This is an optimization exercise on Yosys and OpenROAD, whose aim is small area and a short achievable clock period, not a production implementation. RTL that was checked went through simulation tests only; none was proved equivalent to the original. Power is estimated from default activity; no workload was simulated.

==> inputs of 04-17 <==
==> flow/design.v <==
`timescale 1ns / 1ps
module Datapath(
	input clk,
	input rst,
	input [31:0]instr_in,
	output [31:0]pc_out,
	output MemRead,
	output MemWrite,
	output MemtoReg,
	output [3:0]opcode,
	output regwrite,
	output branchfinal,
	output [4:0]reg1,
	output [4:0]reg2,
	output [3:0]funcode,
	output [31:0]instru,
	output [31:0]doutreg1,
	output [31:0]doutreg2,
	output [31:0]result
    );
	wire [31:0] i = instr_in;
	wire [3:0] op = i[31:28];
	wire op0 = (op == 4'd0);
	wire op1 = (op == 4'd1);
	wire op2 = (op == 4'd2);
	wire op3 = (op == 4'd3);
	wire op4 = (op == 4'd4);
	wire op5 = (op == 4'd5);
	wire op6 = (op == 4'd6);
	wire op8 = (op == 4'd8);
	wire op11 = (op == 4'd11);
	wire op23 = op2 | op3;
	assign instru = i;
	assign opcode = op;
	assign MemRead = op2;
	assign MemWrite = ~op[2] & op[1] & op[0];
	assign MemtoReg = ~op[2] & op[1] & ~op[0];
	assign regwrite = ~op[2] & ~(op[1] & op[0]);
	wire rsel_a = op0 | op1 | op5 | op6;      
	assign reg1 = rsel_a ? i[27:23] : op23 ? i[22:18] : 5'd0;
	assign reg2 = op0 ? i[22:18] : op23 ? i[27:23] : 5'd0;
	assign funcode = op0 ? i[17:14] : (op1 | op6) ? i[6:3] : op4 ? i[11:8] : 4'd0;
	reg [31:0] pc;
	reg carry;
	reg [31:0] rf [0:31];
	reg [31:0] rf_v;
	reg [31:0] dm [0:63];
	reg [63:0] dm_v;
	assign pc_out = pc;
	wire [4:0] ra = i[27:23];
	wire [4:0] rb = i[22:18];
	reg [31:0] A, B;
	integer k;
	always @* begin
		A = 32'd0;
		B = 32'd0;
		for (k = 0; k < 32; k = k + 1) begin
			A = A | ({32{(ra == k) & rf_v[k]}} & rf[k]);
			B = B | ({32{(rb == k) & rf_v[k]}} & rf[k]);
		end
	end
	wire [31:0] R0 = {32{rf_v[0]}} & rf[0];
	assign doutreg1 = rsel_a ? A : op23 ? B : R0;
	assign doutreg2 = op0 ? B : op23 ? A : R0;
	wire [31:0] imm1 = {{16{i[22]}}, i[22:7]};    
	wire [31:0] imm2 = {{16{i[17]}}, i[17:2]};    
	wire [31:0] imm4 = {{16{i[27]}}, i[27:12]};   
	wire [31:0] extimm = (op1 | op6) ? imm1 : op23 ? imm2 : op4 ? imm4 : 32'd0;
	wire [31:0] opa = doutreg1;
	wire [31:0] opb = (op0 | op8) ? doutreg2 : extimm;
	wire [32:0] sum = {1'b0, opa} + {1'b0, opb};
	wire [3:0] f = op0 ? i[17:14] : i[6:3];
	reg [2:0] fn;
	always @* begin
		if (op0) begin
			case (f)
				4'd0: fn = 3'd0;
				4'd1: fn = 3'd1;
				4'd2: fn = 3'd2;
				4'd3: fn = 3'd3;
				4'd4: fn = 3'd4;
				4'd5: fn = 3'd5;
				default: fn = 3'd6;
			endcase
		end else if (op1) begin
			case (f)
				4'd0: fn = 3'd0;
				4'd1: fn = 3'd1;
				4'd2: fn = 3'd4;
				4'd3: fn = 3'd5;
				default: fn = 3'd6;
			endcase
		end else
			fn = 3'd0;
	end
	reg [31:0] alu;
	always @* begin
		case (fn)
			3'd0: alu = sum[31:0];
			3'd1: alu = ~opb + 32'd1;
			3'd2: alu = opa & opb;
			3'd3: alu = opa ^ opb;
			3'd4: alu = opa << opb;
			3'd5: alu = opa >> opb;
			default: alu = $signed(opa) >>> opb;
		endcase
	end
	assign result = op[2] ? extimm : alu;
	wire carry_we = ~op[2] & (fn == 3'd0);
	wire [3:0] bf4 = i[11:8];
	wire [3:0] bf6 = i[6:3];
	assign branchfinal =
		(op4 & ((bf4 == 4'd0) | (bf4 == 4'd1) | ((bf4 == 4'd3) ? ~carry : carry))) |
		op5 |
		(op6 & (((bf6 == 4'd0) & A[31]) | ((bf6 == 4'd1) & (A == 32'd0)) | ((bf6 == 4'd2) & (A != 32'd0))));
	wire [31:0] pc4 = pc + 32'd4;
	wire [5:0] maddr = result[5:0];
	reg [31:0] rdata;
	always @* begin
		rdata = 32'd0;
		for (k = 0; k < 64; k = k + 1)
			rdata = rdata | ({32{(maddr == k) & dm_v[k]}} & dm[k]);
	end
	wire mwe = MemWrite;
	wire link = op4 & (bf4 == 4'd1);
	wire rwe = regwrite | link;
	wire [4:0] wa = link ? 5'd31 : (op0 | op1 | op2) ? i[27:23] : 5'd0;
	wire [31:0] wd = link ? pc4 : op2 ? rdata : MemtoReg ? 32'd0 : result;
	always @(posedge clk or posedge rst) begin
		if (rst) begin
			pc <= 32'd0;
			carry <= 1'b0;
			rf_v <= 32'd0;
			dm_v <= 64'd0;
		end else begin
			pc <= branchfinal ? result : pc4;
			if (carry_we) carry <= sum[32];
			if (rwe) rf_v[wa] <= 1'b1;
			if (mwe) dm_v[maddr] <= 1'b1;
		end
	end
	always @(posedge clk) begin
		if (rwe) rf[wa] <= wd;
		if (mwe) dm[maddr] <= doutreg2;
	end
endmodule
==> flow/run.sh <==
#!/bin/bash
# synth_recipe.tcl (not shown) runs the flow's synth.tcl, then flattens the netlist and writes it again
# the make line also repeats each setting of config.mk as NAME=value (left out here)
make -C /OpenROAD-flow-scripts/flow DESIGN_CONFIG=/design/flow/config.mk WORK_HOME=/design/flow/orfs CLKGATE_MAP_FILE= SYNTH_SCRIPT=/design/flow/synth_recipe.tcl finish
==> flow/config.mk <==
export PLATFORM = sky130hd
export DESIGN_NAME = Datapath
export DESIGN_NICKNAME = Datapath
export VERILOG_FILES = /design/flow/design.v
export SDC_FILE = /design/flow/constraint.sdc
export NUM_CORES = 4
export LEC_CHECK = 0
export CAP_MARGIN = 20
export CORE_MARGIN = 2
export CORE_UTILIZATION = 45
export PLACE_DENSITY = 0.6
export SETUP_SLACK_MARGIN = 4
export SLEW_MARGIN = 20
==> flow/constraint.sdc <==
create_clock -name core_clock -period 16.0 [get_ports {clk}]
set_input_delay 3.2000 -clock core_clock [delete_from_list [all_inputs] [get_ports {clk}]]
set_output_delay 3.2000 -clock core_clock [all_outputs]
set_load 0.01 [all_outputs]
==> 10-04 (differences from 04-17) <==
==> flow/design.v, changed modules only <==
module Datapath(
	input clk,
	input rst,
	input [31:0]instr_in,
	output [31:0]pc_out,
	output MemRead,
	output MemWrite,
	output MemtoReg,
	output [3:0]opcode,
	output regwrite,
	output branchfinal,
	output [4:0]reg1,
	output [4:0]reg2,
	output [3:0]funcode,
	output [31:0]instru,
	output [31:0]doutreg1,
	output [31:0]doutreg2,
	output [31:0]result
    );
	wire [31:0] i = instr_in;
	wire [3:0] op = i[31:28];
	wire op0 = (op == 4'd0);
	wire op1 = (op == 4'd1);
	wire op2 = (op == 4'd2);
	wire op3 = (op == 4'd3);
	wire op4 = (op == 4'd4);
	wire op5 = (op == 4'd5);
	wire op6 = (op == 4'd6);
	wire op8 = (op == 4'd8);
	wire op10 = (op == 4'd10);
	wire op23 = op2 | op3;
	assign instru = i;
	assign opcode = op;
	assign MemRead = op2;
	assign MemWrite = ~op[2] & op[1] & op[0];
	assign MemtoReg = ~op[2] & op[1] & ~op[0];
	assign regwrite = ~op[2] & ~(op[1] & op[0]);
	wire rsel_a = op0 | op1 | op5 | op6;      
	assign reg1 = rsel_a ? i[27:23] : op23 ? i[22:18] : 5'd0;
	assign reg2 = op0 ? i[22:18] : op23 ? i[27:23] : 5'd0;
	assign funcode = op0 ? i[17:14] : (op1 | op6) ? i[6:3] : op4 ? i[11:8] : 4'd0;
	reg [31:0] pc;
	reg carry;
	reg [31:0] rf_v;
	reg [63:0] dm_v;
	wire [1023:0] rf;     
	wire [2047:0] dm;
	assign pc_out = pc;
	function [31:0] rd32;
		input [4:0] a;
		input [1023:0] m;
		reg [511:0] l1;
		reg [255:0] l2;
		reg [127:0] l3;
		reg [63:0] l4;
		integer j;
		begin
			for (j = 0; j < 16; j = j + 1) l1[j*32 +: 32] = a[0] ? m[(2*j+1)*32 +: 32] : m[(2*j)*32 +: 32];
			for (j = 0; j < 8; j = j + 1) l2[j*32 +: 32] = a[1] ? l1[(2*j+1)*32 +: 32] : l1[(2*j)*32 +: 32];
			for (j = 0; j < 4; j = j + 1) l3[j*32 +: 32] = a[2] ? l2[(2*j+1)*32 +: 32] : l2[(2*j)*32 +: 32];
			for (j = 0; j < 2; j = j + 1) l4[j*32 +: 32] = a[3] ? l3[(2*j+1)*32 +: 32] : l3[(2*j)*32 +: 32];
			rd32 = a[4] ? l4[63:32] : l4[31:0];
		end
	endfunction
	wire [4:0] ra = i[27:23];
	wire [4:0] rb = i[22:18];
	wire [31:0] A = rd32(ra, rf) & {32{rf_v[ra]}};
	wire [31:0] B = rd32(rb, rf) & {32{rf_v[rb]}};
	wire [31:0] R0 = rf[31:0] & {32{rf_v[0]}};
	assign doutreg1 = rsel_a ? A : op23 ? B : R0;
	assign doutreg2 = op0 ? B : op23 ? A : R0;
	wire [31:0] imm1 = {{16{i[22]}}, i[22:7]};    
	wire [31:0] imm2 = {{16{i[17]}}, i[17:2]};    
	wire [31:0] imm4 = {{16{i[27]}}, i[27:12]};   
	wire [31:0] extimm = (op1 | op6) ? imm1 : op23 ? imm2 : op4 ? imm4 : 32'd0;
	wire [3:0] f0 = i[17:14];
	wire [3:0] f1 = i[6:3];
	wire fn_add = (op0 & (f0 == 4'd0)) | (op1 & (f1 == 4'd0)) | (~op[2] & ~op0 & ~op1);
	wire fn_neg = (op0 & (f0 == 4'd1)) | (op1 & (f1 == 4'd1));
	wire fn_and = op0 & (f0 == 4'd2);
	wire fn_xor = op0 & (f0 == 4'd3);
	wire fn_shl = (op0 & (f0 == 4'd4)) | (op1 & (f1 == 4'd2));
	wire fn_shr = (op0 & (f0 == 4'd5)) | (op1 & (f1 == 4'd3));
	wire fn_sra = (op0 & (f0 > 4'd5)) | (op1 & (f1 > 4'd3));
	wire fn_sh = fn_shl | fn_shr | fn_sra;
	wire fn_imm = op[2];
	wire [31:0] ax = op23 ? B : (op0 | op1) ? A : R0;
	wire [31:0] ay = op0 ? B : op8 ? R0 : op1 ? imm1 : op23 ? imm2 : 32'd0;
	wire [32:0] sum;
	ks_add32 add0(.a(ax), .b(ay), .s(sum));
	wire [31:0] sb = op0 ? B : imm1;
	wire [31:0] neg = ~sb + 32'd1;
	reg [31:0] a_r;
	integer n;
	always @* for (n = 0; n < 32; n = n + 1) a_r[n] = A[31 - n];
	wire [31:0] s0 = fn_shl ? a_r : A;
	wire fill = fn_sra & A[31];
	wire big = op0 ? (|B[31:5]) : (|i[22:12]);
	wire [31:0] s1 = sb[0] ? {fill, s0[31:1]} : s0;
	wire [31:0] s2 = sb[1] ? {{2{fill}}, s1[31:2]} : s1;
	wire [31:0] s3 = sb[2] ? {{4{fill}}, s2[31:4]} : s2;
	wire [31:0] s4 = sb[3] ? {{8{fill}}, s3[31:8]} : s3;
	wire [31:0] s5 = sb[4] ? {{16{fill}}, s4[31:16]} : s4;
	wire [31:0] s6 = big ? {32{fill}} : s5;
	reg [31:0] s6_r;
	always @* for (n = 0; n < 32; n = n + 1) s6_r[n] = s6[31 - n];
	wire [31:0] shres = fn_shl ? s6_r : s6;
	assign result = ({32{fn_add}} & sum[31:0]) |
	                ({32{fn_neg}} & neg) |
	                ({32{fn_and}} & (A & B)) |
	                ({32{fn_xor}} & (A ^ B)) |
	                ({32{fn_sh}}  & shres) |
	                ({32{fn_imm}} & extimm);
	wire [3:0] bf4 = i[11:8];
	wire [3:0] bf6 = i[6:3];
	assign branchfinal =
		(op4 & ((bf4 == 4'd0) | (bf4 == 4'd1) | ((bf4 == 4'd3) ? ~carry : carry))) |
		op5 |
		(op6 & (((bf6 == 4'd0) & A[31]) | ((bf6 == 4'd1) & (A == 32'd0)) | ((bf6 == 4'd2) & (A != 32'd0))));
	wire [31:0] pc4 = pc + 32'd4;
	wire [5:0] maddr = op[3] ? R0[5:0] : (B[5:0] + i[7:2]);
	wire [31:0] mwd = op[3] ? R0 : A;
	wire mwe = MemWrite;
	reg [31:0] rdata;
	integer k;
	always @* begin
		rdata = 32'd0;
		for (k = 0; k < 64; k = k + 1)
			rdata = rdata | ({32{maddr == k}} & dm[k*32 +: 32]);
		rdata = rdata & {32{dm_v[maddr]}};
	end
	wire link = op4 & (bf4 == 4'd1);
	wire rwe = regwrite | link;
	wire [4:0] wa = link ? 5'd31 : (op0 | op1 | op2) ? i[27:23] : 5'd0;
	wire [31:0] wd = link ? pc4 : op2 ? rdata : op10 ? 32'd0 : result;
	always @(posedge clk or posedge rst) begin
		if (rst) begin
			pc <= 32'd0;
			carry <= 1'b0;
			rf_v <= 32'd0;
			dm_v <= 64'd0;
		end else begin
			pc <= branchfinal ? extimm : pc4;
			if (fn_add) carry <= sum[32];
			if (rwe) rf_v[wa] <= 1'b1;
			if (mwe) dm_v[maddr] <= 1'b1;
		end
	end
	genvar g;
	generate
		for (g = 0; g < 32; g = g + 1) begin : rfw
			reg [31:0] q;
			always @(posedge clk) if (rwe & (wa == g)) q <= wd;
			assign rf[g*32 +: 32] = q;
		end
		for (g = 0; g < 64; g = g + 1) begin : dmw
			reg [31:0] q;
			always @(posedge clk) if (mwe & (maddr == g)) q <= mwd;
			assign dm[g*32 +: 32] = q;
		end
	endgenerate
endmodule
module ks_add32(
	input [31:0] a,
	input [31:0] b,
	output [32:0] s
    );
	wire [31:0] p0 = a ^ b;
	wire [31:0] g0 = a & b;
	wire [31:0] g1, p1, g2, p2, g3, p3, g4, p4, g5;
	genvar n;
	generate
		for (n = 0; n < 32; n = n + 1) begin : lv
			if (n >= 1) begin
				assign g1[n] = g0[n] | (p0[n] & g0[n-1]);
				assign p1[n] = p0[n] & p0[n-1];
			end else begin
				assign g1[n] = g0[n];
				assign p1[n] = p0[n];
			end
			if (n >= 2) begin
				assign g2[n] = g1[n] | (p1[n] & g1[n-2]);
				assign p2[n] = p1[n] & p1[n-2];
			end else begin
				assign g2[n] = g1[n];
				assign p2[n] = p1[n];
			end
			if (n >= 4) begin
				assign g3[n] = g2[n] | (p2[n] & g2[n-4]);
				assign p3[n] = p2[n] & p2[n-4];
			end else begin
				assign g3[n] = g2[n];
				assign p3[n] = p2[n];
			end
			if (n >= 8) begin
				assign g4[n] = g3[n] | (p3[n] & g3[n-8]);
				assign p4[n] = p3[n] & p3[n-8];
			end else begin
				assign g4[n] = g3[n];
				assign p4[n] = p3[n];
			end
			if (n >= 16)
				assign g5[n] = g4[n] | (p4[n] & g4[n-16]);
			else
				assign g5[n] = g4[n];
		end
	endgenerate
	assign s[0] = p0[0];
	assign s[31:1] = p0[31:1] ^ g5[30:0];
	assign s[32] = g5[31];
endmodule
--- a/flow/config.mk
+++ b/flow/config.mk
@@ -8,6 +8,9 @@
 export CAP_MARGIN = 20
 export CORE_MARGIN = 2
-export CORE_UTILIZATION = 45
-export PLACE_DENSITY = 0.6
+export CORE_UTILIZATION = 30
+export CTS_BUF_LIST = sky130_fd_sc_hd__clkbuf_8 sky130_fd_sc_hd__clkbuf_16
+export CTS_CLUSTER_DIAMETER = 80
+export CTS_CLUSTER_SIZE = 20
+export PLACE_DENSITY = 0.5
 export SETUP_SLACK_MARGIN = 4
 export SLEW_MARGIN = 20
==> comparison table <==
Total track usage: 04-17 60.2%; 10-04 29.2%
Post-Place Cells: 04-17 15746; 10-04 15678
Outcome: 04-17 timing/DRC/antenna clean; 10-04 timing/DRC/antenna clean
Die outline height: 04-17 563 µm; 10-04 689 µm
Detailed Routing Iterations Pass 1: 04-17 15; 10-04 9
Top-area cell type share of the netlist area: 04-17 65.5%; 10-04 65.5%
Adder-cell share of the synthesized area: 04-17 0.388%; 10-04 0.697%
Clock latency at the later pin of the worst-skew pair: 04-17 1050 ps; 10-04 1060 ps
Simple logic cell fraction of the synthesized area: 04-17 13.5%; 10-04 6.06%
Post-route met1 wirelength: 04-17 316 mm; 10-04 276 mm
Antenna violations before repair: 04-17 155; 10-04 65
Placer's final routability congestion estimate: 04-17 1.16; 10-04 1.01
VDD IR-drop max: 04-17 0.000158 V; 10-04 0.000100 V
Pint: 04-17 15300 µW; 10-04 12800 µW
Instance area at placement: 04-17 0.162 mm²; 10-04 0.153 mm²
Achievable frequency: 04-17 77.7 MHz; 10-04 81.9 MHz
Cell count after synthesis: 04-17 10727; 10-04 9497
Routing usage on met1: 04-17 69.8%; 10-04 38.7%
Clock slew at the register clock pins of the worst setup and hold paths: 04-17 60 ps; 10-04 90 ps
Clock network area share: 04-17 6.17%; 10-04 3.48%
Share of cell area taken by multi-input logic gates: 04-17 25.4%; 10-04 27.4%
Power drawn by the clock network: 04-17 8170 µW; 10-04 5280 µW
Total power: 04-17 22100 µW; 10-04 18200 µW
Power in sequential cells: 04-17 9730 µW; 10-04 9650 µW
Met2 GRT Util: 04-17 73.4%; 10-04 43.5%
Area occupied by registers: 04-17 0.0955 mm²; 10-04 0.0955 mm²
H-Tree Level Count: 04-17 5; 10-04 4
Function not checked in 04-17: the RTL went through the layout flow alone.

[re-timing with driven ports]
Ports are ideal in the flow. The routed layouts listed here were re-timed in OpenROAD. Step 1, drivers: a clkbuf_16 drives clk and a buf_2 each remaining input, both assumed. Step 2 adds t to the input delays and takes it off the output delays; t is the mean of the earliest and latest rising clock arrival at the registers after step 1. Input paths then give back, and output paths get back, about the clock's delay inside the block. Three values: no drivers, after step 1, after step 2; two values: the first two.
run | t, ns | setup WS [ns] | clock arrival spread, ns
04-17 | 1.087 | 3.138 / 3.022 / 2.387 | 0.149 / 0.149
10-04 | 1.114 | 3.788 / 3.514 / 3.058 | 0.151 / 0.152
After both steps every run listed still meets setup and hold. For 04-17, which loses most, drivers alone change the setup slack by -0.116 ns; drivers and shift together by -0.751 ns.
